This is an optimization exercise on Yosys and OpenROAD, whose aim is small area, a short achievable clock period and few clock cycles, not a production implementation.
Only simulation tests tie the RTL to the original design; equivalence was not proved.
Power and IR drop assume default switching activity.

==> flow/design.v <==
module rf_ao222 (
    input  [2:0]  s,
    input  [31:0] a,
    input  [31:0] b,
    input  [31:0] c,
    output [31:0] yn
);
assign yn = ~(({32{s[0]}} & a) | ({32{s[1]}} & b) | ({32{s[2]}} & c));
endmodule
`timescale 1ns / 1ps
module cpu_top (
    input               clk,
    input               rst_n,
    output      [31:0]  ext_pc,
    input       [31:0]  imem_rdata,
    output      [8:0]   dmem_addr,
    output              dmem_en,
    output      [3:0]   dmem_we,
    output      [31:0]  dmem_wdata,
    input       [31:0]  dmem_rdata
);
reg  [31:0] pc_f;
reg         d_valid;
reg  [31:0] d_ins;
reg  [31:0] d_pc;
reg  [33:1] d_s1, d_s2;
reg         e_wen, e_ld, e_mem, e_jalr;
reg         e_beq, e_bne, e_blt, e_bge, e_bltu, e_bgeu;
reg  [3:0]  e_we;
reg  [4:0]  e_rd;
reg  [31:0] e_a, e_b;
reg  [31:0] e_sd;            
reg         e_fa_m, e_fb_m;  
reg         e_sub;
reg         e_r_add, e_r_slt, e_r_sltu, e_r_xor, e_r_or, e_r_and;
reg         e_r_sll, e_r_sr, e_r_b, e_r_link;
reg         e_sra;
reg  [6:0]  e_ea;            
reg  [1:0]  e_off;           
reg  [2:0]  e_f3;
reg         m_wen, m_ld;
reg  [4:0]  m_rd;
reg  [31:0] m_res;
reg  [1:0]  m_off;
reg  [2:0]  m_f3;
reg         w_wen;
reg  [4:0]  w_rd;
reg  [31:0] w_res;
reg  [31:0] rf [1:31];
wire [31:0] alu_sum;
wire        e_jr;
reg  [31:0] ldata;
wire [6:0] opc = d_ins[6:0];
wire [2:0] f3  = d_ins[14:12];
wire [4:0] rd  = d_ins[11:7];
wire [4:0] rs1 = d_ins[19:15];
wire [4:0] rs2 = d_ins[24:20];
wire is_lui   = (opc == 7'b0110111);
wire is_auipc = (opc == 7'b0010111);
wire is_jal   = (opc == 7'b1101111);
wire is_jalr  = (opc == 7'b1100111);
wire is_br    = (opc == 7'b1100011);
wire is_ld    = (opc == 7'b0000011);
wire is_st    = (opc == 7'b0100011);
wire is_opi   = (opc == 7'b0010011);
wire is_op    = (opc == 7'b0110011);
wire is_halt  = (d_ins == 32'h00000073) || (d_ins == 32'h00100073);
wire use1    = is_jalr | is_br | is_ld | is_st | is_opi | is_op;
wire use2    = is_br | is_st | is_op;
wire need1_d = is_ld | is_st;              
wire wr      = (is_lui | is_auipc | is_jal | is_jalr | is_ld | is_opi | is_op) &&
               (rd != 5'd0);
wire [31:0] imm_i = {{20{d_ins[31]}}, d_ins[31:20]};
wire [31:0] imm_s = {{20{d_ins[31]}}, d_ins[31:25], d_ins[11:7]};
wire [31:0] imm_b = {{20{d_ins[31]}}, d_ins[7], d_ins[30:25], d_ins[11:8], 1'b0};
wire [31:0] imm_u = {d_ins[31:12], 12'd0};
wire [31:0] imm_j = {{12{d_ins[31]}}, d_ins[19:12], d_ins[20], d_ins[30:21], 1'b0};
wire [31:0] v1, v2;
wire [31:0] yn1 [0:10];
wire [31:0] yn2 [0:10];
genvar gi;
generate
    for (gi = 0; gi < 10; gi = gi + 1) begin : g_rd
        rf_ao222 u_r1 (.s(d_s1[3*gi+3:3*gi+1]), .a(rf[3*gi+1]), .b(rf[3*gi+2]),
                       .c(rf[3*gi+3]), .yn(yn1[gi]));
        rf_ao222 u_r2 (.s(d_s2[3*gi+3:3*gi+1]), .a(rf[3*gi+1]), .b(rf[3*gi+2]),
                       .c(rf[3*gi+3]), .yn(yn2[gi]));
    end
endgenerate
rf_ao222 u_r1x (.s(d_s1[33:31]), .a(rf[31]), .b(m_res), .c(w_res), .yn(yn1[10]));
rf_ao222 u_r2x (.s(d_s2[33:31]), .a(rf[31]), .b(m_res), .c(w_res), .yn(yn2[10]));
assign v1 = ~(yn1[0] & yn1[1] & yn1[2] & yn1[3] & yn1[4] & yn1[5] & yn1[6] &
              yn1[7] & yn1[8] & yn1[9] & yn1[10]);
assign v2 = ~(yn2[0] & yn2[1] & yn2[2] & yn2[3] & yn2[4] & yn2[5] & yn2[6] &
              yn2[7] & yn2[8] & yn2[9] & yn2[10]);
wire e1  = e_wen && (e_rd == rs1);
wire e2  = e_wen && (e_rd == rs2);
wire ml1 = m_wen && m_ld && (m_rd == rs1);
wire ml2 = m_wen && m_ld && (m_rd == rs2);
wire ld_use = e_ld && ((use1 && e1) || (use2 && e2));
wire d_dep  = (need1_d && (e1 || ml1)) ||
              (is_st && e2);             
wire hold   = d_valid && (ld_use || d_dep || is_halt);
wire [31:0] rv1 = ml1 ? ldata : v1;
wire [31:0] rv2 = ml2 ? ldata : v2;
wire [31:0] jal_tgt = d_pc + imm_j;
wire [31:0] br_tgt  = d_pc + imm_b;
wire        d_taken = d_valid && is_jal;
wire [8:0]  ea = v1[8:0] + (is_st ? imm_s[8:0] : imm_i[8:0]);
reg  [3:0]  we;
always @(*) begin
    case (f3[1:0])
        2'b00:   we = 4'b0001 << ea[1:0];
        2'b01:   we = (ea[1:0] == 2'b00) ? 4'b0011 :
                      (ea[1:0] == 2'b10) ? 4'b1100 : 4'b0000;
        2'b10:   we = 4'b1111;
        default: we = 4'b0001 << ea[1:0];
    endcase
end
wire alu_rr  = is_opi | is_op;
wire r_add   = (alu_rr & (f3 == 3'b000)) | is_auipc;
wire r_slt   = alu_rr & (f3 == 3'b010);
wire r_sltu  = alu_rr & (f3 == 3'b011);
wire r_xor   = alu_rr & (f3 == 3'b100);
wire r_or    = alu_rr & (f3 == 3'b110);
wire r_and   = alu_rr & (f3 == 3'b111);
wire r_sll   = alu_rr & (f3 == 3'b001);
wire r_sr    = alu_rr & (f3 == 3'b101);
wire r_b     = is_lui;
wire r_link  = is_jal | is_jalr;
wire pass = d_valid && !hold && !e_jr;     
wire        redir = d_taken && !hold;
wire [31:0] pc_nt = pc_f + {29'd0, !hold, 2'b00};
wire [31:0] pc_d  = redir ? jal_tgt : pc_nt;
wire [31:0] pc_e  = e_jalr ? {alu_sum[31:1], 1'b0} : e_sd;
always @(posedge clk or negedge rst_n) begin
    if (!rst_n) begin
        pc_f    <= 32'd0;
        d_valid <= 1'b0;
    end else begin
        pc_f    <= e_jr ? pc_e : pc_d;
        d_valid <= !e_jr && (hold ? d_valid : !redir);
    end
end
wire [4:0] n_rs1 = hold ? rs1 : imem_rdata[19:15];
wire [4:0] n_rs2 = hold ? rs2 : imem_rdata[24:20];
wire       n_e1  = e_wen && (e_rd == n_rs1);
wire       n_e2  = e_wen && (e_rd == n_rs2);
wire       n_m1  = m_wen && (m_rd == n_rs1);
wire       n_m2  = m_wen && (m_rd == n_rs2);
reg  [33:1] n_s1, n_s2;
integer q;
always @(*) begin
    for (q = 1; q < 32; q = q + 1) begin
        n_s1[q] = !n_e1 && !n_m1 && (n_rs1 == q);
        n_s2[q] = !n_e2 && !n_m2 && (n_rs2 == q);
    end
    n_s1[32] = n_e1 && !e_ld;
    n_s2[32] = n_e2 && !e_ld;
    n_s1[33] = !n_e1 && n_m1;
    n_s2[33] = !n_e2 && n_m2;
end
always @(posedge clk) begin
    if (!hold) begin
        d_ins <= imem_rdata;
        d_pc  <= pc_f;
    end
    d_s1 <= n_s1;
    d_s2 <= n_s2;
end
always @(posedge clk or negedge rst_n) begin
    if (!rst_n) begin
        e_wen  <= 1'b0;
        e_ld   <= 1'b0;
        e_mem  <= 1'b0;
        e_jalr <= 1'b0;
        e_beq  <= 1'b0;
        e_bne  <= 1'b0;
        e_blt  <= 1'b0;
        e_bge  <= 1'b0;
        e_bltu <= 1'b0;
        e_bgeu <= 1'b0;
        e_we   <= 4'd0;
    end else begin
        e_wen  <= pass & wr;
        e_ld   <= pass & is_ld;
        e_mem  <= pass & (is_ld | is_st);
        e_jalr <= pass & is_jalr;
        e_beq  <= pass & is_br & (f3 == 3'b000);
        e_bne  <= pass & is_br & (f3 == 3'b001);
        e_blt  <= pass & is_br & (f3 == 3'b100);
        e_bge  <= pass & is_br & (f3 == 3'b101);
        e_bltu <= pass & is_br & (f3 == 3'b110);
        e_bgeu <= pass & is_br & (f3 == 3'b111);
        e_we   <= (pass & is_st) ? we : 4'd0;
    end
end
always @(posedge clk) begin
    e_rd     <= rd;
    e_a      <= is_auipc ? d_pc : rv1;
    e_b      <= (is_op | is_br) ? rv2 : (is_lui | is_auipc) ? imm_u : imm_i;
    e_sd     <= is_br ? br_tgt :
                (is_jal | is_jalr) ? pc_f :               
                (f3[1:0] == 2'b00) ? {4{rv2[7:0]}} :
                (f3[1:0] == 2'b01) ? {2{rv2[15:0]}} : rv2;
    e_fa_m   <= use1 && e1;
    e_fb_m   <= (is_op | is_br) && e2;
    e_sub    <= is_op & d_ins[30] & (f3 == 3'b000);
    e_r_add  <= r_add;
    e_r_slt  <= r_slt;
    e_r_sltu <= r_sltu;
    e_r_xor  <= r_xor;
    e_r_or   <= r_or;
    e_r_and  <= r_and;
    e_r_sll  <= r_sll;
    e_r_sr   <= r_sr;
    e_r_b    <= r_b;
    e_r_link <= r_link;
    e_sra    <= d_ins[30];
    e_ea     <= ea[8:2];
    e_off    <= ea[1:0];
    e_f3     <= f3;
end
wire [31:0] a = e_fa_m ? m_res : e_a;
wire [31:0] b = e_fb_m ? m_res : e_b;
assign alu_sum = a + (b ^ {32{e_sub}}) + {31'd0, e_sub};
wire [31:0] bx = a ^ b;
wire        eq = ~|bx;
reg  [31:0] lt_l [0:5];
reg  [31:0] lt_e [0:5];
integer j, m;
always @(*) begin
    for (j = 0; j < 31; j = j + 1) begin
        lt_l[0][j] = ~a[j] & b[j];
        lt_e[0][j] = ~bx[j];
    end
    lt_l[0][31] = 1'b0;
    lt_e[0][31] = 1'b1;
    for (m = 1; m < 6; m = m + 1) begin
        for (j = 0; j < 32; j = j + 1) begin
            if (j < (32 >> m)) begin
                lt_l[m][j] = lt_l[m-1][2*j+1] | (lt_e[m-1][2*j+1] & lt_l[m-1][2*j]);
                lt_e[m][j] = lt_e[m-1][2*j+1] & lt_e[m-1][2*j];
            end else begin
                lt_l[m][j] = 1'b0;
                lt_e[m][j] = 1'b0;
            end
        end
    end
end
wire lt_lo = lt_l[5][0];
wire ltu   = (~a[31] & b[31]) | (~bx[31] & lt_lo);
wire lts   = ( a[31] & ~b[31]) | (~bx[31] & lt_lo);
assign e_jr = e_jalr | (e_beq & eq) | (e_bne & ~eq) | (e_blt & lts) |
              (e_bge & ~lts) | (e_bltu & ltu) | (e_bgeu & ~ltu);
wire        fill = e_r_sr & e_sra & a[31];
reg  [31:0] sh_in, sh_rev;
integer k;
always @(*) begin
    for (k = 0; k < 32; k = k + 1) sh_in[k] = e_r_sll ? a[31-k] : a[k];
end
wire [31:0] sh1 = b[0] ? {{1{fill}},  sh_in[31:1]}  : sh_in;
wire [31:0] sh2 = b[1] ? {{2{fill}},  sh1[31:2]}    : sh1;
wire [31:0] sh4 = b[2] ? {{4{fill}},  sh2[31:4]}    : sh2;
wire [31:0] sh8 = b[3] ? {{8{fill}},  sh4[31:8]}    : sh4;
wire [31:0] shr = b[4] ? {{16{fill}}, sh8[31:16]}   : sh8;
always @(*) begin
    for (k = 0; k < 32; k = k + 1) sh_rev[k] = shr[31-k];
end
wire [31:0] alu = ({32{e_r_add}}  & alu_sum) |
                  ({32{e_r_xor}}  & bx) |
                  ({32{e_r_or}}   & (a | b)) |
                  ({32{e_r_and}}  & (a & b)) |
                  ({32{e_r_sll}}  & sh_rev) |
                  ({32{e_r_sr}}   & shr) |
                  ({32{e_r_b}}    & b) |
                  ({32{e_r_link}} & e_sd) |
                  {31'd0, (e_r_slt & lts) | (e_r_sltu & ltu)};
assign ext_pc     = pc_f;
assign dmem_addr  = {2'b00, e_ea};
assign dmem_en    = e_mem;
assign dmem_we    = e_we;
assign dmem_wdata = e_sd;
always @(posedge clk or negedge rst_n) begin
    if (!rst_n) begin
        m_wen <= 1'b0;
        m_ld  <= 1'b0;
    end else begin
        m_wen <= e_wen;
        m_ld  <= e_ld;
    end
end
always @(posedge clk) begin
    m_rd  <= e_rd;
    m_res <= alu;
    m_off <= e_off;
    m_f3  <= e_f3;
end
always @(*) begin
    case (m_f3[1:0])
        2'b01: begin
            case (m_off)
                2'b00:   ldata = {{16{dmem_rdata[15] & ~m_f3[2]}}, dmem_rdata[15:0]};
                2'b10:   ldata = {{16{dmem_rdata[31] & ~m_f3[2]}}, dmem_rdata[31:16]};
                default: ldata = 32'd0;
            endcase
        end
        2'b10:   ldata = dmem_rdata;
        default: begin
            case (m_off)
                2'b00: ldata = {{24{dmem_rdata[7]  & ~m_f3[2]}}, dmem_rdata[7:0]};
                2'b01: ldata = {{24{dmem_rdata[15] & ~m_f3[2]}}, dmem_rdata[15:8]};
                2'b10: ldata = {{24{dmem_rdata[23] & ~m_f3[2]}}, dmem_rdata[23:16]};
                2'b11: ldata = {{24{dmem_rdata[31] & ~m_f3[2]}}, dmem_rdata[31:24]};
            endcase
        end
    endcase
end
always @(posedge clk or negedge rst_n) begin
    if (!rst_n) w_wen <= 1'b0;
    else        w_wen <= m_wen;
end
always @(posedge clk) begin
    w_rd  <= m_rd;
    w_res <= m_ld ? ldata : m_res;
end
always @(posedge clk) begin
    if (w_wen) rf[w_rd] <= w_res;
end
endmodule
==> flow/run.sh <==
#!/bin/bash
# synth_recipe.tcl (not shown) runs the flow's synth.tcl, then flattens the netlist and writes it again
# the make line also repeats each setting of config.mk as NAME=value (left out here)
make -C /OpenROAD-flow-scripts/flow DESIGN_CONFIG=/design/flow/config.mk WORK_HOME=/design/flow/orfs CLKGATE_MAP_FILE= SYNTH_SCRIPT=/design/flow/synth_recipe.tcl finish
==> flow/config.mk <==
export PLATFORM = sky130hd
export DESIGN_NAME = cpu_top
export DESIGN_NICKNAME = cpu_top
export VERILOG_FILES = /design/flow/design.v
export SDC_FILE = /design/flow/constraint.sdc
export NUM_CORES = 4
export LEC_CHECK = 0
export CAP_MARGIN = 20
export CORE_MARGIN = 2
export CORE_UTILIZATION = 30
export PLACE_DENSITY = 0.45
export SETUP_SLACK_MARGIN = 5
export SLEW_MARGIN = 20
export SYNTH_HIERARCHICAL = 1
==> flow/constraint.sdc <==
create_clock -name core_clock -period 10.0 [get_ports {clk}]
set_input_delay 2.0000 -clock core_clock [delete_from_list [all_inputs] [get_ports {clk}]]
set_output_delay 2.0000 -clock core_clock [all_outputs]
set_load 0.01 [all_outputs]
==> results by group, run 1 <==
Synth
  – Synth Instances: 5231
  – Post-synth top area share: 47.4%
  – Predominant post-synthesis flop cell: edfxtp_1
  – Top post-synthesis cells by area: edfxtp_1 (47%), a222oi_1 (11%), dfxtp_1 (8.1%), ha_1 (3.5%), mux2i_1 (2.6%)
  – Syn Std Cell Area: 0.0669 mm^2
  – Post-Syn Area per Cell: 12.8 um^2
  – EDFF count, synth: 1056
  – Syn. warnings: 11
  – Library cells used by synthesis: 97
  – Sequential area share after synthesis: 57.4%
  – Ys async rst share: 3.63%
  – Largest area contributor in the netlist: edfxtp_1
  – FF+latch count, synth: 1378

Drt
  – Drt drc: 0
  – DR WL met2: 149000 um
  – First-iteration detailed-routing DRC count: 12200
  – Met3 wire length: 36700 um
  – Highest Signal Layer: met5
  – First-pass DRT Iterations: 13
  – Post-DR vias/cell: 6.38
  – Antenna Nets Post-Route: 0
  – WL final: 329000 um
  – Post-DR wirelength/cell: 38.8 um
  – Metal1 wirelength: 126000 um
  – Via count: 54100

Clock network
  – # H-tree levels: 4
  – CTS tree: built
  – TritonCTS buffer count: 158
  – Worst-path clk slew: 60 ps
  – Clock network latency to the later pin of the worst-skew pair: 830 ps
  – Clock Path Buffers: 3
  – Sink Count: 1378
  – Root buffer cell: clkbuf_16

STA
  – Crit path time final: 4940 ps
  – Setup violators final: 0
  – Crit share post-route: 49.4%
  – Max Fclk: 0.202 GHz
  – Layout Skew: 61.5 ps
  – Setup TNS: 0 ps
  – Final hold viol count: 0
  – Slew Viols, Final: 0
  – Worst-margin pin slew: 1190 ps
  – Relative slew slack: 19.6%
  – RSZ-0062 raised after global routing: no

Floorplan
  – Initial core utilization: 30.1%
  – Die height: 476 um
  – Core Box Area: 0.222 mm^2
  – Die area: 0.227 mm^2
  – # IOs: 144
  – Chip width: 476 um
  – Rows: 173

Power and ir drop
  – NetSw: 0.00512 W
  – Net Sw Frac: 31.9%
  – Leak Pwr: 26.3 nW
  – Cell Pwr Density: 209 mW/mm^2
  – Register share of total power: 43.1%
  – Gate power share: 19.2%
  – Worst VDD drop: 0.189 mV
  – Cell-internal power: 0.0109 W
  – Power share of the clock group: 37.6%
  – Overall power: 0.0161 W

Global route
  – Largest net degree at the start of global routing: 59
  – First-pass GRT wire length: 439000 um
  – Gr usage total: 27.7%
  – Initial antenna violation count: 20
  – Vias in the first global route: 50600
  – Remaining global-route overflow: 0

Layout
  – Final nets: 5611
  – Layout cells sized above 1: 12.2%
  – Area Growth Syn to Fin: 14.9%
  – Finished layout cell area: 0.0769 mm^2

Worst hold path
  – HP Class: flop to flop

Job
  – Max-cap viol count: 0

Placement
  – Buffers added on ports: 141
  – RD Place Congestion: 0.954
  – HPWL after DPL: 219000 um
  – Dpl cell area: 0.0714 mm^2

Worst setup path
  – WP data required: 10660 ps
  – Crit path max fanout: 58
  – CP Capture Type: flop
  – Setup crit start kind: flop
  – WS Path Type: flop to flop
  – Crit path DAT: 5600 ps

Run status
  – Outcome: complete, no violations
-- cells in the final DEF, fill, tap and decap left out, types with 114 or more instances in the layout --
| cell type | n |
|---|---|
| edfxtp_1 | 1056 |
| inv_1 | 115 |
| nand2_1 | 308 |
| nand4_1 | 163 |
| clkbuf_16 | 164 |
| xnor2_1 | 114 |
| buf_4 | 210 |
| a21oi_1 | 245 |
| ha_1 | 186 |
| o21ai_0 | 200 |
| mux2i_1 | 166 |
| dfxtp_1 | 225 |
| a222oi_1 | 707 |
| nor2_1 | 266 |
| clkdlybuf4s50_1 | 140 |
-- power groups by stage --
stage	clock network [W]	registers [W]	logic, W
2_1_floorplan	0	0.00669	0.00166
3_3_place_gp	0	0.00702	0.00302
3_5_place_dp	0	0.00701	0.00299
4_1_cts	0.00610	0.00689	0.00301
5_1_grt	0.00632	0.00691	0.00324
6_report	0.00604	0.00693	0.00309
-- kinds of logic after synthesis --
| family | synth area share, % |
|---|---|
| buffers and inverters | 4.63 |
| other | 0.00560 |
| multiplexers | 4.36 |
| AO/OA/AOI/OAI | 19.5 |
| flip-flops | 57.4 |
| AND/OR/NAND/NOR | 8.07 |
| XOR/XNOR | 2.45 |
| adder cells (fa/ha/maj) | 3.60 |
-- final cells by class --
class,instances,area (um^2)
Multi-Input combinational cell,3344,25900
Fill cell,21900,145000
Inverter,119,449
Clock buffer,210,4380
Antenna cell,11,27.5
Clock inverter,79,960
Sequential cell,1378,38500
Tap cell,2975,3720
Timing Repair Buffer,354,3010
-- synth_stat cells, types with 15 or more instances --
master    instances
dfrtp_1          50
a21oi_1         245
nand4_1         163
nand3_1         108
nor3_1           42
a222oi_1        707
o21bai_1         17
dfxtp_1         272
a31oi_1          15
xor2_1           73
nand2_1         308
a22oi_1          39
a221o_1          46
and3_1           20
xnor2_1         114
o21ai_0         202
nor4_1           24
buf_2            95
ha_1            186
nor2b_1          29
nand3b_1         15
or3_1            18
a211oi_1         37
mux2_2           36
buf_6           137
mux4_2           34
mux2i_1         171
a21o_1           44
clkbuf_1        143
o211ai_1         54
edfxtp_1       1056
o41ai_1          40
inv_1           115
a221oi_1         19
nor2_1          298
nand2b_1         24
o21a_1           39
-- Yosys stat by module, one instance, submodules excluded --
module,cell area (um^2),copies in the design
cpu_top,58100,1
rf_ao222,403,22
-- state kept, by name (all words and copies together), names as in the netlist, 4 cells and up --
signal / cells
d_ins: 32
d_pc: 32
d_s1: 33
d_s2: 33
e_a: 32
e_b: 32
e_ea: 7
e_rd: 5
e_sd: 32
e_we: 4
m_rd: 5
m_res: 32
pc_f: 32
rf: 992
w_rd: 5
w_res: 32
-- stage by stage --
| step | cells | setup slack, ps | hold slack, ps | util (%) |
|---|---|---|---|---|
| floorplan | 5232 | 5040 | 310 | - |
| global route | 8460 | 5010 | 335 | 34.6 |
| global placement | 8155 | 4500 | 312 | 32.1 |
| finish | 8470 | 5060 | 331 | 34.6 |
| CTS | 8450 | 4990 | 331 | 34.6 |
| detailed placement | 8156 | 4640 | 314 | 32.1 |
-- metal layers --
metal	global-route usage, %	vias up
met5	0	-
met4	13.0	14
met3	6.80	645
met2	43.5	3815
met1	35.7	27500
li1	-	22100
-- worst paths after layout --
kind | depth (start not counted) | to | start | slack [ps]
setup / recovery | 14 | m_res[29]$_DFF_P_ | e_fa_m$_DFF_P_ | 5060
hold / removal | 0 | m_f3[1]$_DFF_P_ | e_f3[1]$_DFF_P_ | 330
setup reg to reg | 14 | m_res[29]$_DFF_P_ | e_fa_m$_DFF_P_ | 5060
hold reg to reg | 0 | m_f3[1]$_DFF_P_ | e_f3[1]$_DFF_P_ | 330
max in group asynchronous | 2 | m_ld$_DFF_PN0_ | rst_n | 8020
min in group asynchronous | 2 | pc_f[5]$_DFF_PN0_ | rst_n | 1360
-- worst max-delay path, cell delays in order, from the launching register on --
cell      delay [ps]
dfxtp_2          320
buf_6            540
mux2i_1          700
inv_1            190
ha_1             470
nand2_1          110
nor3_1           310
a22o_1           200
a41o_1           200
a31oi_1          160
or4_1            570
nand2b_1         140
o32ai_1           90
o21ai_0          530
nand3_1          210
-- what timing repair did --
item                       in CTS  in global routing
gates cloned                    3                  0
pin swaps                       1                  0
hold buffers                    0                  0
setup buffers                   2                  9
gates resized for setup         7                  4
setup endpoints to repair      38                 12
Testbench counts, summed over its fixed seeds: cycles 75,094.
==> inputs of run 2 (changes only) <==
==> flow/flow/run.sh (new file) <==
#!/bin/bash
set -euo pipefail
MARGIN=$(cat flow/margin.txt)
bash standard.sh finish SETUP_SLACK_MARGIN=$MARGIN > flow_make.log 2>&1
==> flow/flow/margin.txt (new file) <==
6.5
==> flow/standard.sh (new file) <==
#!/bin/bash
# synth_recipe.tcl (not shown) runs the flow's synth.tcl, then flattens the netlist and writes it again
# the make line also repeats each setting of config.mk as NAME=value (left out here)
make -C /OpenROAD-flow-scripts/flow DESIGN_CONFIG=/design/flow/config.mk WORK_HOME=/design/flow/orfs CLKGATE_MAP_FILE= SYNTH_SCRIPT=/design/flow/synth_recipe.tcl "${@:-finish}"
--- a/flow/config.mk
+++ b/flow/config.mk
@@ -9,6 +9,5 @@
 export CORE_MARGIN = 2
 export CORE_UTILIZATION = 30
 export PLACE_DENSITY = 0.45
-export SETUP_SLACK_MARGIN = 5
 export SLEW_MARGIN = 20
 export SYNTH_HIERARCHICAL = 1
removed: flow/run.sh
==> results by group, run 2 <==
Run status
  – Outcome: complete, no violations

STA
  – Setup TNS: 0 ps
  – Final hold viol count: 0
  – Crit path time final: 3890 ps
  – Setup violators final: 0
  – Crit share post-route: 38.9%
  – Slew Viols, Final: 0
  – WHS: 328 ps
  – Max Fclk: 0.257 GHz
  – Worst setup margin: 6110 ps
  – Worst-margin pin slew: 1100 ps
  – Layout Skew: 57.1 ps
  – Relative slew slack: 25.8%
  – RSZ-0062 raised after global routing: yes

Layout
  – Area Growth Syn to Fin: 22.9%
  – Non-filler cells, final: 8775
  – Biggest regs: rf (992), d_s1 (33), d_s2 (33)
  – Max reg flops: 992
  – Most common cell after layout, fill and taps aside: edfxtp_1
  – Most frequent cells in the layout: edfxtp_1 (1056), a222oi_1 (707), buf_4 (424)
  – Top reg by flops: rf
  – Final nets: 5917
  – Layout cells sized above 1: 24.7%

Worst setup path
  – CP Depth: 18
  – CP cell instances: buf_12, buf_16, buf_12, mux2i_4, buf_4, ha_1, inv_1, a21oi_1, o31ai_1, a21oi_1, a31oi_1, or3_4, mux2i_4, nor2_2, buf_6, buf_6, buf_16, a221oi_1
  – WP buf/inv: 8
  – FF-to-FF Start: e_fb_m$_DFF_P_
  – Crit path max fanout: 7
  – CP peak stage delay: 420 ps
  – Crit path launch: e_fb_m$_DFF_P_
  – CP Capture Type: flop
  – Worst setup path endpoint: pc_f[31]$_DFF_PN0_
  – CP max-delay cell: o31ai_1
  – Crit path DAT: 4610 ps
  – WS Path Type: flop to flop
  – Reg-to-reg endpoint: pc_f[31]$_DFF_PN0_
  – Worst R2R Setup Slack: 6110 ps
  – Setup crit start kind: flop
  – Delay-heaviest family, CP: compound AO/OA/AOI/OAI gates
  – Reg2reg path depth: 18
  – WP data required: 10720 ps

Floorplan
  – Core Box Area: 0.222 mm^2
  – Die height: 476 um
  – Chip width: 476 um
  – Die area: 0.227 mm^2
  – Rows: 173
  – # IOs: 144
  – Initial core utilization: 30.1%

Drt
  – Post-DR vias/cell: 6.45
  – Antenna Nets Post-Route: 0
  – WL final: 338000 um
  – First-pass DRT Iterations: 15
  – Via count: 56600
  – Post-DR wirelength/cell: 38.6 um
  – Drt drc: 0
  – First-iteration detailed-routing DRC count: 12200

Worst hold path
  – HP Class: flop to flop
  – Hold path startpoint: e_off[0]$_DFF_P_
  – Hold Path Depth: 0

Synth
  – Commonest cells in the synthesized netlist: edfxtp_1 (1056), a222oi_1 (707), nand2_1 (308), nor2_1 (298), dfxtp_1 (272)
  – Sequential area share after synthesis: 57.4%
  – Post-synth top area share: 47.4%
  – Top post-synthesis cells by area: edfxtp_1 (47%), a222oi_1 (11%), dfxtp_1 (8.1%), ha_1 (3.5%), mux2i_1 (2.6%)
  – EDFF count, synth: 1056
  – Syn Std Cell Area: 0.0669 mm^2
  – Post-Syn Area per Cell: 12.8 um^2
  – Predominant post-synthesis flop cell: edfxtp_1
  – FF+latch count, synth: 1378
  – Library cells used by synthesis: 97
  – Synth Instances: 5231
  – Most numerous cell in the Yosys netlist: edfxtp_1
  – Ys async rst share: 3.63%
  – Syn. warnings: 11
  – Largest area contributor in the netlist: edfxtp_1

Clock network
  – CTS tree: built
  – Root buffer cell: clkbuf_16
  – Clock network latency to the later pin of the worst-skew pair: 840 ps
  – Worst-path clk slew: 70 ps
  – # H-tree levels: 4
  – Hold Buf Count CTS: 0
  – Clock Path Buffers: 3
  – TritonCTS buffer count: 157
  – Sink Count: 1378

Placement
  – HPWL after DPL: 218000 um
  – Buffers added on ports: 141
  – Placed insts: 8160
  – RD Place Congestion: 0.976
  – Pre-CTS setup slack: 4830 ps

Global route
  – Vias in the first global route: 52600
  – Initial antenna violation count: 16
  – Largest net degree at the start of global routing: 57
  – Gr usage total: 28.2%
  – First-pass GRT wire length: 449000 um
  – Remaining global-route overflow: 0

Power and ir drop
  – Net Sw Frac: 32.3%
  – NetSw: 0.00528 W
  – Leak Pwr: 28.7 nW
  – Cell Pwr Density: 199 mW/mm^2
  – Worst VDD drop: 0.185 mV
  – Gate power share: 23.4%
  – Power share of the clock group: 35.7%
  – Register share of total power: 41.0%
  – Cell-internal power: 0.0111 W

Job
  – Max-cap viol count: 0
==> run 2: cell types whose count changed in the layout (fill, tap and decap cells not counted), moves of 44 or more <==
cell	previous run	this run
buf_4	210	424
clkdlybuf4s50_1	140	39
mux2i_1	166	106
o21ai_0	200	140
dfxtp_1	225	166
buf_2	2	46
==> run 2: area by class of cell <==
cell class                      instances  area [um^2]
Fill cell                           21600       140000
Sequential cell                      1378        38700
Multi-Input combinational cell       3353        28300
Timing Repair Buffer                  652         5940
Clock buffer                          211         4390
Tap cell                             2975         3720
Clock inverter                         78          743
Inverter                              119          460
Antenna cell                            9         22.5
==> run 2: Yosys stat by module, one instance, submodules excluded <==
module | flops+latches | area [um^2]
cpu_top | 1378 | 58100
rf_ao222 | 0 | 403
==> run 2: power by group through the flow <==
stage / combinational (W) / sequential [W] / clock (W)
detailed placement: 0.00296 / 0.00696 / 0
global placement: 0.00298 / 0.00696 / 0
floorplan: 0.00170 / 0.00670 / 0
global route: 0.00396 / 0.00670 / 0.00611
finish: 0.00383 / 0.00671 / 0.00584
CTS: 0.00354 / 0.00669 / 0.00590
==> run 2: worst min-delay path by stage <==
stage	endpoint	slack, ps
final	m_off[0]$_DFF_P_	330
after detailed placement	m_off[0]$_DFF_P_	310
after CTS	m_off[0]$_DFF_P_	330
after global routing	m_off[1]$_DFF_P_	330
after global placement	m_off[0]$_DFF_P_	310
after floorplan	m_f3[0]$_DFF_P_	310
==> run 2: repair_timing <==
action / CTS / global route
resized for setup: 732 / 209
cloned: 23 / 7
setup endpoints to repair: 341 / 170
pin swaps: 91 / 105
buffers inserted: 204 / 83
==> run 2: cells by family (layout without fill, tap and decap cells) <==
kind of cell | Yosys count | in the layout | synth area share (%)
other | 1 | 11 | 0.00560
muxes | 243 | 244 | 4.36
xor gates and xnor gates | 187 | 187 | 2.45
buffers and inverters | 513 | 1060 | 4.63
AOI/OAI and AO/OA | 1609 | 1609 | 19.5
DFF | 1378 | 1378 | 57.4
adders and majority gates | 190 | 190 | 3.60
and+or+nand+nor | 1110 | 1121 | 8.07
==> run 2: routing by layer <==
metal	vias up	track usage, %	part of all wire (%)
met5	-	0	0.023
met4	12	15.2	6.9
met3	851	6.02	11
met2	4240	43.5	44
met1	28800	36.9	39
li1	22700	-	-
==> run 2: stage by stage <==
stage	total power, W	util (%)	instance area, um^2
2_1_floorplan	0.00840	-	67600
3_3_place_gp	0.00994	32.3	71700
3_5_place_dp	0.00992	32.3	71700
4_1_cts	0.0161	36.3	80700
5_1_grt	0.0168	37.0	82300
6_report	0.0164	37.0	82300
==> run 2: worst reg2reg max path: stages, from the launching register on <==
cell and delay (ps):
dfxtp_4 370, buf_12 140, buf_16 160, buf_12 120
mux2i_4 310, buf_4 170, ha_1 280, inv_1 80
a21oi_1 70, o31ai_1 420, a21oi_1 150, a31oi_1 180
or3_4 200, mux2i_4 330, nor2_2 80, buf_6 150
buf_6 140, buf_16 140, a221oi_1 280
==> inputs of run 3 (changes only) <==
--- a/flow/config.mk
+++ b/flow/config.mk
@@ -8,6 +8,8 @@
 export CAP_MARGIN = 20
 export CORE_MARGIN = 2
 export CORE_UTILIZATION = 30
+export CTS_CLUSTER_DIAMETER = 70
+export CTS_CLUSTER_SIZE = 40
 export PLACE_DENSITY = 0.45
 export SLEW_MARGIN = 20
 export SYNTH_HIERARCHICAL = 1
==> results by group, run 3 <==
Run status
  – Outcome: complete, no violations

Global route
  – Met1 GRT Util: 36.6%
  – GR peak layer: met2
  – Initial antenna violation count: 16
  – Remaining global-route overflow: 0
  – Grt met2 use: 43.6%
  – Vias in the first global route: 51900
  – Gr usage total: 28.0%
  – First-pass GRT wire length: 447000 um
  – Grt met3 use: 6.19%
  – Largest net degree at the start of global routing: 57

Drt
  – Post-DR vias/cell: 6.46
  – Drt drc: 0
  – Via count: 56100
  – Antenna Nets Post-Route: 0
  – First-iteration detailed-routing DRC count: 12300
  – WL final: 336000 um
  – First-pass DRT Iterations: 14
  – Post-DR wirelength/cell: 38.6 um

Synth
  – Post-Synth Adder-Cell Area: 3.60%
  – Largest family of logic cells by synthesized area: compound AO/OA/AOI/OAI gates
  – Post-Syn Area per Cell: 12.8 um^2
  – Commonest cells in the synthesized netlist: edfxtp_1 (1056), a222oi_1 (707), nand2_1 (308), nor2_1 (298), dfxtp_1 (272)
  – Syn. warnings: 11
  – Largest area contributor in the netlist: edfxtp_1
  – Sequential area share after synthesis: 57.4%
  – Synth Instances: 5231
  – Syn Std Cell Area: 0.0669 mm^2
  – FF+latch count, synth: 1378
  – Mux share of post-synthesis cell area: 4.36%
  – Post-synth top area share: 47.4%
  – Top post-synthesis cells by area: edfxtp_1 (47%), a222oi_1 (11%), dfxtp_1 (8.1%), ha_1 (3.5%), mux2i_1 (2.6%)
  – Most numerous cell in the Yosys netlist: edfxtp_1
  – Synth Area in Compound Gates: 19.5%
  – Predominant post-synthesis flop cell: edfxtp_1
  – Library cells used by synthesis: 97
  – EDFF count, synth: 1056
  – Post-Synth Simple-Gate Area: 8.07%
  – Xor/xnor share of the synthesized area: 2.45%
  – Ys async rst share: 3.63%

STA
  – Final hold viol count: 0
  – Crit path time final: 3980 ps
  – Crit share post-route: 39.8%
  – Worst-margin pin slew: 1160 ps
  – Relative slew slack: 21.9%
  – RSZ-0062 raised after global routing: yes
  – Setup TNS: 0 ps
  – WHS: 332 ps
  – Layout Skew: 69.8 ps
  – Max Fclk: 0.251 GHz
  – Slew Viols, Final: 0
  – Setup violators final: 0

Floorplan
  – # IOs: 144
  – Chip width: 476 um
  – Die height: 476 um
  – Initial core utilization: 30.1%
  – Die area: 0.227 mm^2
  – Rows: 173
  – Core Box Area: 0.222 mm^2

Worst hold path
  – Hold Path Depth: 0
  – Worst Hold End: m_f3[2]$_DFF_P_
  – Hold path startpoint: e_f3[2]$_DFF_P_
  – HP Class: flop to flop

Power and ir drop
  – Leak Pwr: 28.2 nW
  – Worst VDD drop: 0.150 mV
  – Cell Pwr Density: 187 mW/mm^2

Clock network
  – # H-tree levels: 3
  – Clock Path Buffers: 3
  – TritonCTS buffer count: 103
  – Clock network latency to the later pin of the worst-skew pair: 830 ps
  – Worst-path clk slew: 80 ps
  – Root buffer cell: clkbuf_16
  – CTS tree: built
  – Sink Count: 1378

Layout
  – Most common cell after layout, fill and taps aside: edfxtp_1
  – Layout cells sized above 1: 24.6%
  – Top reg by flops: rf
  – Finished layout cell area: 0.0815 mm^2
  – Biggest regs: rf (992), d_s1 (33), d_s2 (33)
  – Final core occ: 36.7%
  – Area Growth Syn to Fin: 21.7%
  – Max reg flops: 992
  – Most frequent cells in the layout: edfxtp_1 (1056), a222oi_1 (707), buf_4 (418)
  – Final nets: 5874

Worst setup path
  – WS Path Type: flop to flop
  – Reg-to-reg endpoint: pc_f[4]$_DFF_PN0_
  – CP Capture Type: flop
  – FF-to-FF Start: e_fa_m$_DFF_P_
  – Crit path max fanout: 7
  – Reg2reg path depth: 15
  – WP data required: 10630 ps
  – Setup crit start kind: flop
  – Worst R2R Setup Slack: 6020 ps
  – Crit path DAT: 4610 ps
  – Crit path launch: e_fa_m$_DFF_P_

Placement
  – HPWL after DPL: 218000 um
  – Dpl cell area: 0.0717 mm^2
  – RD Place Congestion: 0.976
  – Buffers added on ports: 141

Job
  – Max-cap viol count: 0
## run 3: logic make-up (layout without fill, tap and decap cells)
logic type,Yosys count,in the layout
other cells,1,8
buf+inv,513,977
fa+ha+maj,190,190
compound gates,1609,1609
flops,1378,1378
mux,243,244
simple gates,1110,1121
xor+xnor,187,187
## run 3: worst max-delay path by stage
stage                         endpoint  slack (ps)
floorplan           pc_f[31]$_DFF_PN0_        5860
global placement     pc_f[3]$_DFF_PN0_        4790
detailed placement  pc_f[30]$_DFF_PN0_        4830
CTS                  m_res[28]$_DFF_P_        6100
global route         pc_f[4]$_DFF_PN0_        6000
finish               pc_f[4]$_DFF_PN0_        6020
## run 3: worst max-delay path, stage by stage (launching register included)
cell      delay [ps]
dfxtp_4          470
buf_12           170
buf_12           120
mux2i_4          370
ha_4             270
nor4_4           300
nand3_2          170
or3_4            380
nor4_4           330
mux2i_1          280
nand2_2          120
buf_12           160
buf_6            110
or2_4            310
a211oi_2         190
a21oi_2           40
## run 3: per-stage QoR
stage / setup slack [ps] / instances / total power [W]
after floorplan: 5860 / 5232 / 0.00840
after global placement: 4790 / 8157 / 0.00994
after detailed placement: 4830 / 8160 / 0.00992
after CTS: 6100 / 8585 / 0.0149
after global routing: 6000 / 8684 / 0.0156
final: 6020 / 8689 / 0.0153
## run 3: modules after synthesis, one instance, submodules excluded
module / area (um^2) / copies in the design / flops+latches
cpu_top: 58100 / 1 / 1378
rf_ao222: 403 / 22 / 0
## run 3: timing repair
action	CTS	global route
hold buffers	0	0
gates cloned	22	4
gates resized for setup	644	286
endpoints found under the setup margin	342	170
setup buffers	208	94
pin swaps	95	96
## run 3: layer usage
metal  up-vias  share of wire, %  wire length (um)
li1      22600                 -                 -
met4        16               6.4             21300
met2      4126                44            149000
met5         -             0.029                97
met3       797                11             37000
met1     28600                38            128000
## run 3: area by class of cell
type,instances,area (um^2)
multi-input combinational,3353,28700
timing repair buffer,663,6210
clock buffer,110,2690
fill,21600,141000
inverter,119,457
antenna,6,15.0
tap,2975,3720
clock inverter,85,1000
sequential,1378,38700
## run 3: report_power, final
group	total, W	internal, W	switching, W
logic	0.00392	0.00149	0.00243
registers	0.00671	0.00637	0.000335
clock network	0.00464	0.00214	0.00250
==> inputs of run 4 (changes only) <==
==> flow/flow/margin.txt (replaced) <==
7
==> results by group, run 4 <==
Drt
  – Met3 wire length: 40100 um
  – Highest Signal Layer: met5
  – Drt drc: 0
  – WL final: 353000 um
  – Via count: 56900
  – Metal1 wirelength: 131000 um
  – Post-DR vias/cell: 6.44
  – First-pass DRT Iterations: 14
  – Post-DR wirelength/cell: 39.9 um
  – Antenna Nets Post-Route: 0
  – DR WL met2: 155000 um
  – First-iteration detailed-routing DRC count: 12200

Worst setup path
  – CP Capture Type: flop
  – WP data required: 10620 ps
  – Crit path DAT: 4590 ps
  – Setup crit start kind: flop
  – Crit path max fanout: 12
  – WS Path Type: flop to flop

Power and ir drop
  – NetSw: 0.00552 W
  – Register share of total power: 42.3%
  – Net Sw Frac: 34.7%
  – Leak Pwr: 29.7 nW
  – Gate power share: 28.2%
  – Worst VDD drop: 0.143 mV
  – Cell-internal power: 0.0104 W
  – Overall power: 0.0159 W
  – Power share of the clock group: 29.5%
  – Cell Pwr Density: 186 mW/mm^2

Worst hold path
  – HP Class: flop to flop

Placement
  – Buffers added on ports: 141
  – HPWL after DPL: 220000 um
  – RD Place Congestion: 0.971
  – Pre-CTS setup slack: 4800 ps

STA
  – Relative slew slack: 24.8%
  – Slew Viols, Final: 0
  – Setup TNS: 0 ps
  – Crit share post-route: 39.7%
  – Worst setup margin: 6030 ps
  – Max Fclk: 0.252 GHz
  – Final hold viol count: 0
  – Layout Skew: 79.2 ps
  – Setup violators final: 0
  – RSZ-0062 raised after global routing: yes
  – Crit path time final: 3970 ps
  – Worst-margin pin slew: 1120 ps

Layout
  – Area Growth Syn to Fin: 28.0%
  – Most common cell after layout, fill and taps aside: edfxtp_1
  – Final nets: 6021
  – Layout cells sized above 1: 31.5%
  – Most frequent cells in the layout: edfxtp_1 (1056), a222oi_1 (707), buf_4 (461)
  – Max reg flops: 992
  – Area of the multi-input gates: 0.0304 mm^2
  – Biggest regs: rf (992), d_s1 (33), d_s2 (33)
  – Top reg by flops: rf
  – FF+latch area: 0.0387 mm^2
  – # fillers: 21200

Floorplan
  – Die area: 0.227 mm^2
  – Die height: 476 um
  – Chip width: 476 um
  – Core Box Area: 0.222 mm^2
  – # IOs: 144
  – Rows: 173
  – Initial core utilization: 30.1%

Global route
  – Initial antenna violation count: 11
  – First-pass GRT wire length: 468000 um
  – Gr usage total: 29.6%
  – Remaining global-route overflow: 0
  – Largest net degree at the start of global routing: 57
  – Vias in the first global route: 53500

Job
  – Max-cap viol count: 0

Synth
  – Syn Std Cell Area: 0.0669 mm^2
  – Library cells used by synthesis: 97
  – Predominant post-synthesis flop cell: edfxtp_1
  – Largest area contributor in the netlist: edfxtp_1
  – Post-Syn Area per Cell: 12.8 um^2
  – EDFF count, synth: 1056
  – Sequential area share after synthesis: 57.4%
  – Synth Instances: 5231
  – Commonest cells in the synthesized netlist: edfxtp_1 (1056), a222oi_1 (707), nand2_1 (308), nor2_1 (298), dfxtp_1 (272)
  – FF+latch count, synth: 1378
  – Top post-synthesis cells by area: edfxtp_1 (47%), a222oi_1 (11%), dfxtp_1 (8.1%), ha_1 (3.5%), mux2i_1 (2.6%)
  – Ys async rst share: 3.63%
  – Syn. warnings: 11
  – Post-synth top area share: 47.4%
  – Most numerous cell in the Yosys netlist: edfxtp_1

Clock network
  – Clock network latency to the later pin of the worst-skew pair: 830 ps
  – Sink Count: 1378
  – TritonCTS buffer count: 101
  – Hold Buf Count CTS: 0
  – Worst-path clk slew: 80 ps
  – # H-tree levels: 3
  – Root buffer cell: clkbuf_16
  – Clock Path Buffers: 3
  – CTS tree: built

Run status
  – Outcome: complete, no violations
==> run 4: final cells by class <==
cell class | count | area share [%]
repair buffers | 813 | 10.1
repair inverters | 1 | 0.0102
clock buffers | 116 | 3.15
well taps | 2975 | 4.35
flip-flops and latches | 1378 | 45.2
inverters | 119 | 0.545
multi-input cells | 3351 | 35.5
clock inverters | 76 | 1.19
diodes | 7 | 0.0205
==> run 4: final timing paths <==
path | start | endpoint | slack (ps) | cells after the start
worst min-delay path | e_f3[0]$_DFF_P_ | m_f3[0]$_DFF_P_ | 340 | 0
max in group asynchronous | rst_n | e_jalr$_DFF_PN0_ | 8050 | 2
worst max register to register | e_fa_m$_DFF_P_ | m_res[24]$_DFF_P_ | 6030 | 14
worst min register to register | e_f3[0]$_DFF_P_ | m_f3[0]$_DFF_P_ | 340 | 0
worst max-delay path | e_fa_m$_DFF_P_ | m_res[24]$_DFF_P_ | 6030 | 14
min in group asynchronous | rst_n | pc_f[1]$_DFFE_PN0P_ | 1370 | 2
==> run 4: per-layer routing <==
layer  vias to the layer above  track usage (%)
met5                         -                0
met4                         8             17.7
met3                       830             7.52
met2                      4124             45.4
met1                     29100             37.5
li1                      22900                -
==> run 4: power groups by stage <==
stage          sequential (W)  combinational, W  clock, W
2_1_floorplan         0.00670           0.00175         0
3_3_place_gp          0.00702           0.00309         0
3_5_place_dp          0.00701           0.00307         0
4_1_cts               0.00672           0.00405   0.00474
5_1_grt               0.00674           0.00463   0.00494
6_report              0.00674           0.00449   0.00469
==> run 4: cells by family (layout without fill, tap and decap cells) <==
group / after synthesis / count (layout) / synth area share (%)
other: 1 / 9 / 0.00560
and+or+nand+nor: 1110 / 1119 / 8.07
muxes: 243 / 244 / 4.36
xor gates and xnor gates: 187 / 187 / 2.45
AOI/OAI and AO/OA: 1609 / 1609 / 19.5
DFF: 1378 / 1378 / 57.4
buffers and inverters: 513 / 1125 / 4.63
adders and majority gates: 190 / 190 / 3.60
==> run 4: per-stage QoR <==
step	util (%)	cells	hold slack (ps)	cell area, um^2
floorplan	-	5232	310	68000
global placement	32.4	8144	315	72000
detailed placement	32.4	8145	315	72000
CTS	37.6	8729	338	83400
global route	38.6	8832	351	85600
finish	38.6	8836	337	85600
==> run 4: modules after synthesis (local to each module, per instance) <==
module    times used  flip-flops and latches  cell area, um^2
cpu_top            1                    1378            58100
rf_ao222          22                       0              403
==> run 4: what timing repair did <==
action	in CTS	in global routing
gates resized for setup	1365	320
setup buffers	347	99
gates cloned	45	1
pin swaps	198	170
endpoints found under the setup margin	419	306
==> run 4: critical path: stages, from the launching register on <==
cell and delay [ps]:
dfxtp_4 430, bufbuf_16 350, mux2i_2 360, inv_1 180, ha_4 320, or2_2 280
a21oi_1 180, a21oi_1 120, a211o_1 340, o221a_2 300, buf_4 140, buf_6 110
a21oi_4 120, xnor2_2 110, a221o_1 390
==> inputs of run 5 (changes only) <==
==> flow/flow/margin.txt (replaced) <==
6.0
==> results by group, run 5 <==
Run status
  – Outcome: complete, no violations

Power and ir drop
  – Cell Pwr Density: 191 mW/mm^2
  – Register share of total power: 46.7%
  – Power share of the clock group: 31.7%
  – Net Sw Frac: 34.7%
  – Leak Pwr: 26.4 nW
  – Gate power share: 21.6%
  – Worst VDD drop: 0.153 mV
  – NetSw: 0.00514 W
  – Cell-internal power: 0.00966 W

Worst setup path
  – CP Capture Type: flop
  – Reg-to-reg endpoint: m_res[28]$_DFF_P_
  – FF-to-FF Start: e_fb_m$_DFF_P_
  – WP data required: 10690 ps
  – Worst R2R Setup Slack: 5990 ps
  – WS Path Type: primary input to flop
  – Setup crit start kind: primary input
  – Reg2reg path depth: 15
  – Crit path DAT: 4720 ps
  – Crit path max fanout: 24
  – Crit path launch: dmem_rdata[23]

Layout
  – Final core occ: 34.8%
  – Layout cells sized above 1: 16.4%
  – Most common cell after layout, fill and taps aside: edfxtp_1
  – FF+latch area: 0.0386 mm^2
  – # fillers: 21900
  – Max reg flops: 992
  – Biggest regs: rf (992), d_s1 (33), d_s2 (33)
  – Final nets: 5642
  – Top reg by flops: rf
  – Most frequent cells in the layout: edfxtp_1 (1056), a222oi_1 (707), nand2_1 (304)
  – Area of the multi-input gates: 0.0268 mm^2
  – Area Growth Syn to Fin: 15.5%

Global route
  – Largest net degree at the start of global routing: 57
  – Remaining global-route overflow: 0
  – Vias in the first global route: 50700
  – Gr usage total: 27.7%
  – First-pass GRT wire length: 440000 um
  – Initial antenna violation count: 22

Synth
  – Library cells used by synthesis: 97
  – Syn Std Cell Area: 0.0669 mm^2
  – Syn. warnings: 11
  – Commonest cells in the synthesized netlist: edfxtp_1 (1056), a222oi_1 (707), nand2_1 (308), nor2_1 (298), dfxtp_1 (272)
  – Synth Instances: 5231
  – FF+latch count, synth: 1378
  – Top post-synthesis cells by area: edfxtp_1 (47%), a222oi_1 (11%), dfxtp_1 (8.1%), ha_1 (3.5%), mux2i_1 (2.6%)
  – EDFF count, synth: 1056
  – Predominant post-synthesis flop cell: edfxtp_1
  – Post-Syn Area per Cell: 12.8 um^2
  – Largest area contributor in the netlist: edfxtp_1
  – Post-synth top area share: 47.4%
  – Sequential area share after synthesis: 57.4%
  – Ys async rst share: 3.63%
  – Most numerous cell in the Yosys netlist: edfxtp_1

STA
  – Final hold viol count: 0
  – RSZ-0062 raised after global routing: yes
  – WHS: 334 ps
  – Crit path time final: 4020 ps
  – Worst setup margin: 5980 ps
  – Setup violators final: 0
  – Crit share post-route: 40.2%
  – Slew Viols, Final: 0
  – Relative slew slack: 18.2%
  – Max Fclk: 0.249 GHz
  – Worst-margin pin slew: 1220 ps
  – Layout Skew: 49.1 ps
  – Setup TNS: 0 ps

Placement
  – Pre-CTS setup slack: 4610 ps
  – Buffers added on ports: 141
  – HPWL after DPL: 214000 um
  – RD Place Congestion: 0.962

Floorplan
  – # IOs: 144
  – Chip width: 476 um
  – Die area: 0.227 mm^2
  – Die height: 476 um
  – Core Box Area: 0.222 mm^2
  – Initial core utilization: 30.1%
  – Rows: 173

Drt
  – Drt drc: 0
  – First-iteration detailed-routing DRC count: 11400
  – Post-DR vias/cell: 6.44
  – First-pass DRT Iterations: 11
  – WL final: 329000 um
  – Via count: 54500
  – Post-DR wirelength/cell: 38.9 um
  – Antenna Nets Post-Route: 0

Clock network
  – Root buffer cell: clkbuf_16
  – # H-tree levels: 3
  – Clock Path Buffers: 3
  – Hold Buf Count CTS: 0
  – CTS tree: built
  – Clock network latency to the later pin of the worst-skew pair: 820 ps
  – Worst-path clk slew: 100 ps
  – Sink Count: 1378
  – TritonCTS buffer count: 101

Worst hold path
  – Hold Path Depth: 0
  – Hold path startpoint: e_off[0]$_DFF_P_
  – Worst Hold End: m_off[0]$_DFF_P_
  – HP Class: flop to flop

Job
  – Max-cap viol count: 0
run 5: cell counts after synthesis:
Identical to the previous run, type by type.
run 5: cell families (layout without fill, tap and decap cells):
kind of cell	count (synthesis)	after routing	share of synthesized area (%)
compound gates	1609	1609	19.5
xor+xnor	187	187	2.45
fa+ha+maj	190	190	3.60
buf+inv	513	748	4.63
flops	1378	1378	57.4
mux	243	243	4.36
other cells	1	14	0.00560
simple gates	1110	1114	8.07
run 5: worst max-delay path by stage:
stage / endpoint / cells past startpoint
3_5_place_dp: e_sd[25]$_DFF_P_ / 11
6_report: e_sd[26]$_DFF_P_ / 11
2_1_floorplan: pc_f[31]$_DFF_PN0_ / 21
3_3_place_gp: e_sd[12]$_DFF_P_ / 9
4_1_cts: e_sd[24]$_DFF_P_ / 11
5_1_grt: pc_f[28]$_DFF_PN0_ / 16
run 5: per-module statistics from Yosys (local to each module, per instance):
module | copies in the design | flops+latches | area (um^2)
cpu_top | 1 | 1378 | 58100
rf_ao222 | 22 | 0 | 403
run 5: what timing repair did:
action / 4_1_cts / 5_1_grt
gates resized for setup: 190 / 92
cloned: 12 / 0
setup endpoints to repair: 222 / 133
pin swaps: 25 / 30
buffers inserted: 72 / 24
run 5: per-layer routing:
metal | global-route usage (%) | part of all wire (%) | up-vias
met4 | 14.5 | 6.3 | 6
li1 | - | - | 22100
met3 | 6.95 | 11 | 715
met5 | 0 | 0.014 | -
met2 | 42.2 | 44 | 3886
met1 | 36.1 | 39 | 27800
run 5: power groups by stage:
stage,combinational [W],sequential (W),clock (W)
CTS,0.00304,0.00687,0.00474
detailed placement,0.00291,0.00699,0
finish,0.00320,0.00691,0.00469
global route,0.00336,0.00689,0.00493
floorplan,0.00166,0.00669,0
global placement,0.00292,0.00700,0
run 5: layout make-up:
type / instances / share of cell area (%)
Multi-Input combinational cell: 3345 / 34.6
Timing Repair inverter: 1 / 0.00647
Antenna cell: 12 / 0.0388
Tap cell: 2975 / 4.82
Clock inverter: 83 / 1.51
Timing Repair Buffer: 440 / 5.18
Inverter: 119 / 0.589
Clock buffer: 105 / 3.36
Sequential cell: 1378 / 49.9
run 5: stage by stage:
step,power (W),instance area [um^2],std cells
2_1_floorplan,0.00836,67100,5232
3_3_place_gp,0.00992,71300,8149
3_5_place_dp,0.00990,71400,8150
4_1_cts,0.0147,76700,8422
5_1_grt,0.0152,77300,8451
6_report,0.0148,77300,8458
run 5: worst max-delay path: stages:
cell	delay, ps
clkdlybuf4s50_1	480
mux4_2	490
nand3b_1	150
buf_12	190
o21a_2	240
nand2_1	80
o41ai_2	180
mux2i_1	160
o211ai_1	420
a21oi_1	130
a21o_1	160
==> inputs of run 6 (changes only) <==
==> flow/flow/margin.txt (replaced) <==
6.5
--- a/flow/config.mk
+++ b/flow/config.mk
@@ -7,9 +7,9 @@
 export LEC_CHECK = 0
 export CAP_MARGIN = 20
 export CORE_MARGIN = 2
-export CORE_UTILIZATION = 30
+export CORE_UTILIZATION = 75
 export CTS_CLUSTER_DIAMETER = 70
 export CTS_CLUSTER_SIZE = 40
-export PLACE_DENSITY = 0.45
+export PLACE_DENSITY = 0.87
 export SLEW_MARGIN = 20
 export SYNTH_HIERARCHICAL = 1
==> results by group, run 6 <==
Synth
  – Post-synth top area share: 47.4%
  – Synth Instances: 5231
  – Ys async rst share: 3.63%
  – Commonest cells in the synthesized netlist: edfxtp_1 (1056), a222oi_1 (707), nand2_1 (308), nor2_1 (298), dfxtp_1 (272)
  – FF+latch count, synth: 1378
  – Sequential area share after synthesis: 57.4%
  – Syn Std Cell Area: 0.0669 mm^2
  – Syn. warnings: 11
  – Top post-synthesis cells by area: edfxtp_1 (47%), a222oi_1 (11%), dfxtp_1 (8.1%), ha_1 (3.5%), mux2i_1 (2.6%)
  – Post-Syn Area per Cell: 12.8 um^2
  – Library cells used by synthesis: 97
  – Predominant post-synthesis flop cell: edfxtp_1
  – Largest area contributor in the netlist: edfxtp_1
  – EDFF count, synth: 1056
  – Most numerous cell in the Yosys netlist: edfxtp_1

Clock network
  – Clock Path Buffers: 3
  – TritonCTS buffer count: 57
  – Sink Count: 1378
  – # H-tree levels: 2
  – Root buffer cell: clkbuf_16
  – Hold Buf Count CTS: 0

Global route
  – Remaining global-route overflow: 16
  – Largest net degree at the start of global routing: 57
  – Gr usage total: 82.4%

Floorplan
  – Die height: 303 um
  – Initial core utilization: 75.7%
  – # IOs: 144
  – Rows: 109
  – Chip width: 303 um

Placement
  – RD Place Congestion: 1.11
  – HPWL after DPL: 191000 um
  – Buffers added on ports: 141
  – Placed insts: 6304

Run status
  – Log Error: [ERROR GRT-0232] Routing congestion too high. Check the congestion heatmap in the GUI.
  – Outcome: stopped before the end
  – Stop stage: global routing (5_1_grt)
==> run 6: cell counts after synthesis <==
Identical to the previous run, type by type.
==> run 6: worst max path at each step <==
stage / from / endpoint / slack, ps / cells after the start
floorplan: d_ins[6]$_DFFE_PN_ / pc_f[31]$_DFF_PN0_ / 5860 / 21
global placement: dmem_rdata[19] / e_sd[11]$_DFF_P_ / 4520 / 8
detailed placement: e_fb_m$_DFF_P_ / pc_f[27]$_DFF_PN0_ / 4590 / 14
CTS: e_fb_m$_DFF_P_ / pc_f[28]$_DFF_PN0_ / 6030 / 17
==> run 6: per-module statistics from Yosys (local to each module, per instance) <==
module	flip-flops and latches	cells	copies in the design
cpu_top	1378	4329	1
rf_ao222	0	41	22
==> run 6: layer usage <==
metal	GRT overflow	track usage (%)
met5	1	45.0
met3	3	73.6
met2	4	93.6
met1	0	83.0
met4	8	80.2
==> run 6: power by group through the flow <==
stage	registers [W]	clock network, W	logic [W]
4_1_cts	0.00671	0.00328	0.00335
3_5_place_dp	0.00696	0	0.00283
3_3_place_gp	0.00696	0	0.00279
2_1_floorplan	0.00670	0	0.00170
==> run 6: cell families after synthesis <==
family                   share of synthesized area (%)
AO/OA/AOI/OAI                                     19.5
flip-flops                                        57.4
AND/OR/NAND/NOR                                   8.07
buffers and inverters                             4.63
multiplexers                                      4.36
adder cells (fa/ha/maj)                           3.60
XOR/XNOR                                          2.45
other                                          0.00560
==> run 6: through the flow <==
stage	hold slack, ps	utilization, %	setup slack [ps]	area (um^2)	total power (W)
floorplan	310	-	5860	67600	0.00840
global placement	311	78.1	4520	69000	0.00975
detailed placement	312	78.1	4590	69100	0.00978
CTS	341	84.6	6030	74800	0.0133
==> run 6: what timing repair did <==
action / 4_1_cts
endpoints found under the setup margin: 360
pin swaps: 83
hold endpoints to repair: 0
buffers inserted: 191
cloned: 16
gates resized for setup: 502
==> inputs of run 7 (changes only) <==
==> flow/flow/run.sh (replaced) <==
#!/bin/bash
set -euo pipefail
MARGIN=$(cat flow/margin.txt)
bash standard.sh finish SETUP_SLACK_MARGIN=$MARGIN \
    "BUFFER_PORTS_ARGS=-buffer_cell sky130_fd_sc_hd__buf_2" > flow_make.log 2>&1
==> flow/flow/margin.txt (replaced) <==
6.0
--- a/flow/config.mk
+++ b/flow/config.mk
@@ -7,9 +7,9 @@
 export LEC_CHECK = 0
 export CAP_MARGIN = 20
 export CORE_MARGIN = 2
-export CORE_UTILIZATION = 75
-export CTS_CLUSTER_DIAMETER = 70
-export CTS_CLUSTER_SIZE = 40
-export PLACE_DENSITY = 0.87
+export CORE_UTILIZATION = 30
+export CTS_CLUSTER_DIAMETER = 60
+export CTS_CLUSTER_SIZE = 30
+export PLACE_DENSITY = 0.45
 export SLEW_MARGIN = 20
 export SYNTH_HIERARCHICAL = 1
==> results by group, run 7 <==
Worst setup path
  – Crit path DAT: 4710 ps
  – Setup crit start kind: flop
  – Cell mode on critical path: buf_4
  – WS Path Type: flop to flop
  – Worst R2R Setup Slack: 5870 ps
  – CP Capture Type: flop
  – CP max-delay cell: o21ai_0
  – Crit path max fanout: 54
  – WP data required: 10580 ps
  – CP peak stage delay: 900 ps
  – CP cell instances: buf_4, xor2_1, nor4_1, nor3b_4, buf_4, or4_1, o21ai_0, buf_4, o21ai_0

Clock network
  – Worst-path clk slew: 80 ps
  – # H-tree levels: 3
  – Root buffer cell: clkbuf_16
  – Hold Buf Count CTS: 0
  – Clock network latency to the later pin of the worst-skew pair: 830 ps
  – TritonCTS buffer count: 118
  – Sink Count: 1378
  – Clock Path Buffers: 3
  – CTS tree: built

Synth
  – Predominant post-synthesis flop cell: edfxtp_1
  – Top post-synthesis cells by area: edfxtp_1 (47%), a222oi_1 (11%), dfxtp_1 (8.1%), ha_1 (3.5%), mux2i_1 (2.6%)
  – Mux share of post-synthesis cell area: 4.36%
  – Post-Synth Simple-Gate Area: 8.07%
  – Sequential area share after synthesis: 57.4%
  – Post-Synth Adder-Cell Area: 3.60%
  – Post-synth top area share: 47.4%
  – Largest family of logic cells by synthesized area: compound AO/OA/AOI/OAI gates
  – Post-Syn Area per Cell: 12.8 um^2
  – Ys async rst share: 3.63%
  – Xor/xnor share of the synthesized area: 2.45%
  – Library cells used by synthesis: 97
  – EDFF count, synth: 1056
  – Syn Std Cell Area: 0.0669 mm^2
  – Synth Area in Compound Gates: 19.5%
  – Commonest cells in the synthesized netlist: edfxtp_1 (1056), a222oi_1 (707), nand2_1 (308), nor2_1 (298), dfxtp_1 (272)
  – Syn. warnings: 11
  – Largest area contributor in the netlist: edfxtp_1
  – Most numerous cell in the Yosys netlist: edfxtp_1
  – FF+latch count, synth: 1378
  – Synth Instances: 5231

Layout
  – Top reg by flops: rf
  – Layout cells sized above 1: 18.3%
  – Most frequent cells in the layout: edfxtp_1 (1056), a222oi_1 (707), nand2_1 (304)
  – Max reg flops: 992
  – Area Growth Syn to Fin: 14.8%
  – Most common cell after layout, fill and taps aside: edfxtp_1
  – Final nets: 5652
  – Biggest regs: rf (992), d_s1 (33), d_s2 (33)

Power and ir drop
  – Worst VDD drop: 0.184 mV
  – Leak Pwr: 26.5 nW
  – Cell Pwr Density: 195 mW/mm^2

Global route
  – First-pass GRT wire length: 434000 um
  – Initial antenna violation count: 14
  – Remaining global-route overflow: 0
  – Largest net degree at the start of global routing: 57
  – Gr usage total: 27.3%
  – Vias in the first global route: 50500

Drt
  – Antenna Nets Post-Route: 0
  – Via count: 54500
  – WL final: 325000 um
  – First-pass DRT Iterations: 12
  – Drt drc: 0
  – First-iteration detailed-routing DRC count: 11000
  – Post-DR wirelength/cell: 38.3 um
  – Post-DR vias/cell: 6.42

Floorplan
  – Die height: 476 um
  – Initial core utilization: 30.1%
  – Die area: 0.227 mm^2
  – Rows: 173
  – # IOs: 144
  – Core Box Area: 0.222 mm^2
  – Chip width: 476 um

Worst hold path
  – HP Class: flop to flop

Placement
  – RD Place Congestion: 0.962
  – Buffers added on ports: 141
  – HPWL after DPL: 215000 um

Job
  – Max-cap viol count: 0

STA
  – Max Fclk: 0.242 GHz
  – Crit path time final: 4130 ps
  – Setup TNS: 0 ps
  – Crit share post-route: 41.3%
  – Layout Skew: 55.0 ps
  – WHS: 331 ps
  – RSZ-0062 raised after global routing: yes
  – Slew Viols, Final: 0
  – Final hold viol count: 0
  – Relative slew slack: 22.2%
  – Setup violators final: 0
  – Worst-margin pin slew: 1160 ps

Run status
  – Outcome: complete, no violations
==> run 7: layout make-up <==
class	instances	area [um^2]
fillers	21900	145000
flip-flops and latches	1378	38500
multi-input cells	3345	26700
well taps	2975	3720
repair buffers	432	3260
clock buffers	134	3100
clock inverters	92	1110
inverters	119	462
diodes	6	15.0
repair inverters	2	10.0
==> run 7: cells by family (layout without fill, tap and decap cells) <==
logic type / after synthesis / count (layout)
AOI/OAI and AO/OA: 1609 / 1609
DFF: 1378 / 1378
and+or+nand+nor: 1110 / 1114
buffers and inverters: 513 / 779
muxes: 243 / 243
adders and majority gates: 190 / 190
xor gates and xnor gates: 187 / 187
other: 1 / 8
==> run 7: metal layers <==
layer / vias up / global-route usage [%] / wire (um)
li1: 22200 / - / -
met1: 27800 / 35.7 / 125000
met2: 3896 / 41.9 / 143000
met3: 616 / 6.63 / 37100
met4: 4 / 13.8 / 19600
met5: - / 0 / 45
==> run 7: path summary, 6_finish.rpt <==
path                       cells past startpoint                 end           startpoint
max                                            9      e_b[2]$_DFF_P_  d_ins[22]$_DFFE_PN_
max reg2reg                                    9      e_b[2]$_DFF_P_  d_ins[22]$_DFFE_PN_
max in group asynchronous                      2    e_jalr$_DFF_PN0_                rst_n
min in group asynchronous                      2  pc_f[11]$_DFF_PN0_                rst_n
min                                            0    m_off[0]$_DFF_P_     e_off[0]$_DFF_P_
min reg2reg                                    0    m_off[0]$_DFF_P_     e_off[0]$_DFF_P_
==> run 7: report_power, final <==
group	internal [W]	switching (W)
combinational	0.00108	0.00198
clock	0.00250	0.00256
sequential	0.00635	0.000518
total	0.00993	0.00506
==> run 7: what timing repair did <==
action	CTS	global route
setup endpoints to repair	147	120
gates resized for setup	116	100
buffers inserted	46	25
pin swaps	21	20
gates cloned	13	2
==> run 7: critical path: cells and delay by family, from the launching register on <==
kind | cells | cell delay [ps]
buf+inv | 3 | 1160
compound gates | 2 | 1070
simple gates | 3 | 1060
flops | 1 | 450
xor+xnor | 1 | 150
==> run 7: per-module statistics from Yosys (local to each module, per instance) <==
module / cells inside / flops+latches / times used
rf_ao222: 41 / 0 / 22
cpu_top: 4329 / 1378 / 1
==> run 7: through the flow <==
step / std cells / power, W / cell area [um^2] / worst slack (ps) / utilization, %
floorplan: 5232 / 0.00836 / 67100 / 5860 / -
CTS: 8450 / 0.0149 / 76100 / 5950 / 34.3
detailed placement: 8165 / 0.00979 / 70800 / 4820 / 31.9
finish: 8483 / 0.0150 / 76900 / 5870 / 34.6
global placement: 8162 / 0.00981 / 70800 / 4670 / 31.9
global route: 8478 / 0.0154 / 76900 / 5930 / 34.6

-- re-timing with driven ports --
How much do the figures lean on ideal ports? The routed layouts below were timed once more, with nothing changed but the port constraints. Step 1 sets driving cells, clkbuf_16 on the clock port and buf_2 on the other inputs (assumed; they add their load-dependent delay and slew). Step 2 moves the port delays by t, midway between the first and last clock arrival at a register: inputs arrive t later, outputs are due t later. That takes back most of the time a late clock gives input paths. Slacks: ideal ports / drivers / drivers and shift; pairs: ideal ports / drivers.
run | shift t [ns] | setup slack, ns | hold WS [ns] | worst setup path at the end | worst data-port slew with drivers (ns)
run 1 | 0.897 | 5.062 / 5.062 / 4.542 | 0.331 / 0.331 / 0.331 | input to register | 0.19
run 2 | 0.899 | 6.108 / 6.108 / 5.540 | 0.328 / 0.328 / 0.328 | input to register | 0.12
run 3 | 0.879 | 6.024 / 6.024 / 5.527 | 0.332 / 0.332 / 0.332 | input to register | 0.11
run 4 | 0.881 | 6.032 / 6.032 / 5.819 | 0.337 / 0.337 / 0.337 | input to register | 0.11
run 5 | 0.879 | 5.979 / 5.917 / 5.168 | 0.334 / 0.334 / 0.334 | input to register | 0.14
run 7 | 0.887 | 5.865 / 5.865 / 5.144 | 0.331 / 0.331 / 0.331 | input to register | 0.07
After both steps every run listed still meets setup and hold. The setup slack of run 5, which loses most, moves by -0.062 ns with the drivers and by -0.811 ns with both steps.
